From an optimization exercise on the open Yosys and OpenROAD flow, aimed at small area; shortcuts taken in it are not production practice. The RTL was checked by simulation tests, not by an equivalence proof against the original design. Power is estimated from default activity; no workload was simulated.

## exp/violet
// Median_Finder_9inputs_8bits
module Median_Finder_9inputs_8bits(
    output wire [7:0] median_pixel,
    output wire       out_valid,
    input  wire [7:0] pixel0, pixel1, pixel2,
    input  wire [7:0] pixel3, pixel4, pixel5,
    input  wire [7:0] pixel6, pixel7, pixel8,
    input  wire       in_valid,
    input  wire       rst,
    input  wire       clk
);
    reg [2:0] valid_q;
    always @(posedge clk) begin
        if (rst) valid_q <= 3'b0;
        else     valid_q <= {valid_q[1:0], in_valid};
    end
    assign out_valid = valid_q[2];
    wire [7:0] x0_0 = pixel0, x0_1 = pixel1, x0_2 = pixel2;
    wire [7:0] x0_3 = pixel3, x0_4 = pixel4, x0_5 = pixel5;
    wire [7:0] x0_6 = pixel6, x0_7 = pixel7, x0_8 = pixel8;
    wire [2:0] d0_0 = x0_0[7:5];
    wire [2:0] d0_1 = x0_1[7:5];
    wire [2:0] d0_2 = x0_2[7:5];
    wire [2:0] d0_3 = x0_3[7:5];
    wire [2:0] d0_4 = x0_4[7:5];
    wire [2:0] d0_5 = x0_5[7:5];
    wire [2:0] d0_6 = x0_6[7:5];
    wire [2:0] d0_7 = x0_7[7:5];
    wire [2:0] d0_8 = x0_8[7:5];
  ...
Size in the first run: roughly 5400 um^2 of cells after synthesis.
clock: 2.5 ns
lec_check: 0
abc_area: 1
cap_margin: 20
core_margin: 2
core_utilization: 40
cts_buf_list: sky130_fd_sc_hd__clkbuf_8
gpl_timing_driven: 0
slew_margin: 20
standard.sh (not shown) runs the stock make flow with config.mk's settings and CLKGATE_MAP_FILE= SYNTH_SCRIPT=/design/flow/synth_recipe.tcl, a recipe that flattens the netlist after the stock synthesis.
==> flow/flow/run.sh <==
#!/bin/bash
# Own layout flow: the standard flow, with these changes:
#  - synthesis maps the logic with the ABC script in flow/abc.script (a
#    mapping to a 1.8 ns delay target with area recovery) instead of ORFS's;
#    the rest of the standard synthesis (synth_recipe.tcl) is unchanged, so
#    registers keep their names;
#  - flow/make_vars.txt adds make variables to the layout steps (one per
#    line): the cell buffer_ports puts on every port (a small plain buffer
#    instead of the default delay cell) and the clock tree options (small
#    clock buffers, no dummy loads).
# Each tool's output goes to a log file in the folder this runs in.
set -euo pipefail
W=$PWD
F=$W/flow
sed 's|log_cmd abc {\*}\$abc_args|log_cmd abc {*}[lreplace $abc_args 1 1 '"$F"'/abc.script]|' \
    "$FLOW_HOME/scripts/synth.tcl" > "$W/own_synth_core.tcl"
grep -q "$F/abc.script" "$W/own_synth_core.tcl"
sed "s|source \$::env(SCRIPTS_DIR)/synth.tcl|source $W/own_synth_core.tcl|" \
    "$W/synth_recipe.tcl" > "$W/own_synth.tcl"
grep -q "own_synth_core.tcl" "$W/own_synth.tcl"
bash "$W/standard.sh" "SYNTH_SCRIPT=$W/own_synth.tcl" synth > "$W/own_synth.log" 2>&1
EXTRA=()
while read -r line; do
    [[ -z "$line" || "$line" == \#* ]] || EXTRA+=("$line")
done < "$F/make_vars.txt"
bash "$W/standard.sh" "${EXTRA[@]}" finish > "$W/own_layout.log" 2>&1
==> flow/flow/abc.script <==
strash
dch
map -D 1800
topo
stime -c
buffer -c
upsize -D 1800 -c
dnsize -D 1800 -c
==> flow/flow/make_vars.txt <==
# extra make variables for the layout, one per line
BUFFER_PORTS_ARGS=-buffer_cell sky130_fd_sc_hd__buf_1
CTS_ARGS=-sink_clustering_enable -repair_clock_nets -buf_list sky130_fd_sc_hd__clkbuf_8 -dont_use_dummy_load
RECOVER_POWER=100
What exp/pepper does differently from exp/violet at the input level:
diff --git a/flow/flow/run.sh b/flow/flow/run.sh
--- a/flow/flow/run.sh
+++ b/flow/flow/run.sh
@@ -3,3 +3,3 @@
 #  - synthesis maps the logic with the ABC script in flow/abc.script (a
-#    mapping to a 1.8 ns delay target with area recovery) instead of ORFS's;
+#    mapping to a 2 ns delay target with area recovery) instead of ORFS's;
 #    the rest of the standard synthesis (synth_recipe.tcl) is unchanged, so
==> flow/flow/abc.script <==
strash
dch
map -D 2000
topo
stime -c
buffer -c
upsize -D 2000 -c
dnsize -D 2000 -c
==> flow/flow/make_vars.txt <==
# extra make variables for the layout, one per line
BUFFER_PORTS_ARGS=-buffer_cell sky130_fd_sc_hd__buf_1
CTS_ARGS=-sink_clustering_enable -repair_clock_nets -buf_list sky130_fd_sc_hd__clkbuf_8 -dont_use_dummy_load
### Flow results
- exp/pepper went all the way through the flow, and no timing, DRC or antenna check failed.
- [exp/pepper vs exp/violet] clock network fraction of design power: lower in exp/pepper
- Compared with exp/violet, exp/pepper is the more power-hungry design.
- In the metrics for exp/violet and exp/pepper, the one carrying the higher cell area after synthesis is exp/violet.
Relative to exp/pepper, the following input files were edited for exp/sierra:
==> flow/flow/make_vars.txt <==
# extra make variables for the layout, one per line
BUFFER_PORTS_ARGS=-buffer_cell sky130_fd_sc_hd__buf_1
CTS_ARGS=-sink_clustering_enable -repair_clock_nets -root_buf sky130_fd_sc_hd__clkbuf_8 -buf_list sky130_fd_sc_hd__clkbuf_4 -dont_use_dummy_load
### Flow results
Reported for exp/sierra and exp/pepper, total power turned out identical to the last digit. Diff exp/pepper..exp/sierra | met1 routing resource usage after global routing | unchanged. Compared exp/sierra against exp/pepper; count of unresolved DRC violations after routing within noise. Between exp/sierra and exp/pepper, the synthesized netlist cell count figures differ only marginally. Power share of the sequential group across exp/sierra and exp/pepper: no real change. Changes observed in exp/sierra relative to exp/pepper: area of the die stayed essentially flat, starting density of the core level. [compare] base=exp/pepper new=exp/sierra: number of buffers added for setup after CTS roughly the same, area used by multi-input combinational logic roughly the same, met2 capacity usage during global routing roughly the same.

==> port drivers added, routing unchanged <==
In the flow no input, the clock included, has a driving cell. The finished layouts below were timed again as built, in two steps. Step 1: set_driving_cell puts a clkbuf_16 on clk and a buf_2 on each other input, an assumption about the parent block. Step 2 adds t to the input delays and takes it off the output delays; t is the mean of the earliest and latest rising clock arrival at the registers after step 1. Input paths then give back, and output paths get back, about the clock's delay inside the block. a / b / c = no drivers / after step 1 / after step 2; a / b = the first two.
| run | t, ns | slack for setup (ns) | worst register clock-pin slew, ns |
|---|---|---|---|
| exp/violet | 0.397 | 0.106 / 0.075 / -0.280 | 0.09 / 0.09 |
| exp/pepper | 0.389 | 0.045 / 0.062 / -0.327 | 0.09 / 0.09 |
| exp/sierra | 0.389 | 0.045 / 0.062 / -0.327 | 0.09 / 0.09 |
With both steps, setup timing fails in every run listed, where it was met with ideal ports. For exp/violet, which loses most, drivers alone change the setup slack by -0.031 ns; drivers and shift together by -0.386 ns.
